Background: an optimization exercise with open tools, aiming at small area and a short achievable clock period. Do not read the settings as production practice.
Where RTL was checked, it was by simulation tests only, not by an equivalence proof against the original.

Design heap, start of the top module:
module heap
#(
	parameter DATA_WIDTH = 32,
	parameter KEY_WIDTH = 16,
	parameter NLEVELS = 5
	)
(
	input clk,
	input rstn,
	input [DATA_WIDTH-1:0] din,
	input en,
	input init,
	input flush,
	output reg [DATA_WIDTH-1:0] dout,
	output reg valid
    );
localparam W = 31;
reg         op0;         
reg [W-1:0] x0;          
reg         init_r;
reg         live;        
reg [5:0]   fcnt;        
reg         fwait;       
wire fop = (fcnt != 6'd0) & ~fwait;
always @(posedge clk or negedge rstn) begin
	if (!rstn) begin
		op0 <= 1'b0;
		init_r <= 1'b0;
		live <= 1'b0;
		fcnt <= 6'd0;
		fwait <= 1'b0;
	end
	else begin
		op0 <= en | fop;
		init_r <= init;
		if (init)
			live <= 1'b1;
		if (flush) begin
			fcnt <= 6'd63;
			fwait <= 1'b0;
		end
		else if (fcnt != 6'd0) begin
			fwait <= ~fwait;
			if (fop)
				fcnt <= fcnt - 6'd1;
		end
	end
end
always @(posedge clk) begin
	x0[W-1:17] <= din[29:16];
	x0[16:0]   <= fop ? 17'd0 : {din[15], ~din[15], din[14:0]};
end
wire [W*1-1:0]  l0;
wire [W*2-1:0]  l1;
wire [W*4-1:0]  l2;
wire [W*8-1:0]  l3;
wire [W*16-1:0] l4;
wire [W*32-1:0] l5;
wire         we0, we1, we2;
wire [W-1:0] wd0, wd1, wd2;
reg          a1, a2, a3, a4, a5;
reg  [0:0]   p1;
reg  [1:0]   p2;
reg  [2:0]   p3;
reg  [3:0]   p4;
reg  [4:0]   p5;
reg  [W-1:0] x1, x2, x3, x4, x5;
reg          pv3, pv4;
reg  [2:0]   pa3;
reg  [3:0]   pa4;
reg  [W-1:0] pd3, pd4;
data_store #(.K(0)) U_L0 (.clk(clk), .clr(init_r), .we(we0), .wa(1'b0), .wd(wd0), .q(l0));
data_store #(.K(1)) U_L1 (.clk(clk), .clr(init_r), .we(we1), .wa(p1),   .wd(wd1), .q(l1));
data_store #(.K(2)) U_L2 (.clk(clk), .clr(init_r), .we(we2), .wa(p2),   .wd(wd2), .q(l2));
data_store #(.K(3)) U_L3 (.clk(clk), .clr(init_r), .we(pv3), .wa(pa3),  .wd(pd3), .q(l3));
data_store #(.K(4)) U_L4 (.clk(clk), .clr(init_r), .we(pv4), .wa(pa4),  .wd(pd4), .q(l4));
data_store #(.K(5)) U_L5 (.clk(clk), .clr(init_r), .we(a5),  .wa(p5),   .wd(x5),  .q(l5));
wire gt_rx;
wire s0, swp0;
sort_node U_CR (.x(x0), .c0(x0), .c1(l0), .s(gt_rx), .swp(), .wd());
sort_node U_N0 (.x(x0), .c0(l1[0 +: W]), .c1(l1[W +: W]), .s(s0), .swp(swp0), .wd(wd0));
  ...
For scale: about 2400 flip-flops.
export LEC_CHECK = 0
export ABC_AREA = 1
export CAP_MARGIN = 20
export CORE_MARGIN = 2
export CORE_UTILIZATION = 60
export SETUP_SLACK_MARGIN = 4.5
export SLEW_MARGIN = 20
create_clock -name core_clock -period 8.0 [get_ports {clk}]
run.sh (not shown) runs the stock make flow with config.mk's settings and CLKGATE_MAP_FILE= SYNTH_SCRIPT=/design/flow/synth_recipe.tcl, a recipe that flattens the netlist after the stock synthesis.
Next try:
--- a/flow/config.mk
+++ b/flow/config.mk
@@ -12 +12 @@
-export SETUP_SLACK_MARGIN = 4.5
+export SETUP_SLACK_MARGIN = 5
=> Hold slack barely changes; maximum frequency rises by 11%; register-to-register slack gains 0.35 ns.
Function was not checked in any run of this note: the RTL went through the layout flow alone.

* * *

run 1:
heap, a different RTL version from the one above (not shown whole).
Size in the first run: roughly 6200 cells after synthesis, ~2600 flip-flops, roughly 70 I/O pins.
export LEC_CHECK = 0
export CAP_MARGIN = 20
export CORE_MARGIN = 2
export CORE_UTILIZATION = 70
export SETUP_SLACK_MARGIN = 5
export SLEW_MARGIN = 20
create_clock -name core_clock -period 8.0 [get_ports {clk}]
Setup changes, run 1 to run 2
- putting ABC_AREA at 1 where nothing was set
- swapping 70 for 60 in CORE_UTILIZATION
- swapping 5 for 4.5 in SETUP_SLACK_MARGIN
Any difference in register area between run 1 and run 2 is small enough to ignore. Routability-driven placement congestion ratio on run 2 is up relative to run 1. Going from run 1 to run 2, number of global-route vias before repair now sits higher, die area went up by 0.029 mm².
Modified inputs, run 3 compared to run 2
- ABC_AREA removed (was 1)
- CORE_UTILIZATION changed from 60 to 40
- SETUP_SLACK_MARGIN changed from 4.5 to 5
## What came out
Run 3: full flow OK, the timing, design-rule and antenna checks passed
Pin slew with the least headroom to its limit: run 3 vs run 2 down 0.053 ns
A topmost layer with routed signal wires of met5 is what run 2 shows, while met4 belongs to run 3.
From run 2 to run 3 the numbers moved as follows: cell area reported after detailed placement higher, portion of the layout cell area used by clock cells level.
Lower worst setup slack among run 2 and run 3: run 3
Changes in run 4 relative to run 3:
- a change of CORE_UTILIZATION from 40 to 60
- a change of SETUP_SLACK_MARGIN from 5 to 4.5
Notes after the runs:
Finished layout cell area (run 4 over run 3): decrease, about 1.7%. ~same highest achievable clock rate in run 3 and run 4. Summary of run 4 over run 3: peak per-stage delay on the critical path went up 0.03 ns; sequential share of layout area went up 1.0 points; maximum net fanout on the critical path went down 1. Relative to run 3, the wire length measured on run 4 has decreased by a few percent. Average detailed-routed wire length per instance (higher): run 4. Final critical-path share of the clock period of run 4 is on par with run 3. Changes observed in run 4 relative to run 3: number of antenna violations at the first check in global routing lost 4, fraction of met2 tracks used by global routing shows an increase of 12 points, filler cell count now smaller.

* * *

## old
heap again, from the RTL that the note above started with.
Settings: LEC_CHECK=0, ABC_AREA=1, CAP_MARGIN=20, CORE_MARGIN=2, CORE_UTILIZATION=60, SETUP_SLACK_MARGIN=5, SLEW_MARGIN=20; clock period 8.0 ns.
#### Input delta (new over old)
Settings: CORE_UTILIZATION now 40, was 60; SETUP_SLACK_MARGIN now 3.5, was 5; ABC_AREA no longer set, was 1.
[summary]
Diff old -> new: growth of design area from synthesis to finish moved down, largest driver fanout on the critical path moved down, depth of the worst register-to-register path moved up, post-synthesis instance area moved down.
Looking at number of multi-input combinational cells in the layout, new sits below old.
Clock skew across new and old: no real change.
Between old and new, the flow reports instance count of the mapped netlist decreasing by more than a quarter.
new: count of clock-buffer cells in the layout 6 above old
Looking at final critical-path required period, new sits above old.
Sequential share of cell area: new > old

[afterwards: timing with drivers on the ports]
No port has a modelled driver above. Below, the same layouts with a new extraction and two added sets of constraints.
Step 1 assumes that a clkbuf_16 drives the clock port and a buf_2 every other input.
Step 2, shift: input delay + t, output delay - t, t = (earliest + latest rising clock arrival at the registers) / 2. This alone moves slack from input paths to output paths.
Slacks: no drivers / after step 1 / after step 2; pairs: no drivers / after step 1.
| run | t, ns | setup slack, ns | worst data-port slew with drivers (ns) |
|---|---|---|---|
| the first run of note 1 | 0.949 | 4.428 / 4.428 / 4.428 | 0.07 |
| the second run of note 1 | 0.963 | 4.773 / 4.773 / 4.773 | 0.04 |
| run 1 | 0.962 | 4.119 / 4.119 / 4.119 | 0.05 |
| run 2 | 1.013 | 4.570 / 4.473 / 4.578 | 0.06 |
| run 3 | 1.010 | 4.199 / 4.199 / 4.199 | 0.04 |
| run 4 | 1.008 | 4.200 / 4.200 / 4.200 | 0.04 |
| old | 1.026 | 4.889 / 4.889 / 4.889 | 0.05 |
| new | 0.994 | 3.568 / 3.568 / 3.568 | 0.04 |
After both steps every run listed still meets setup and hold.
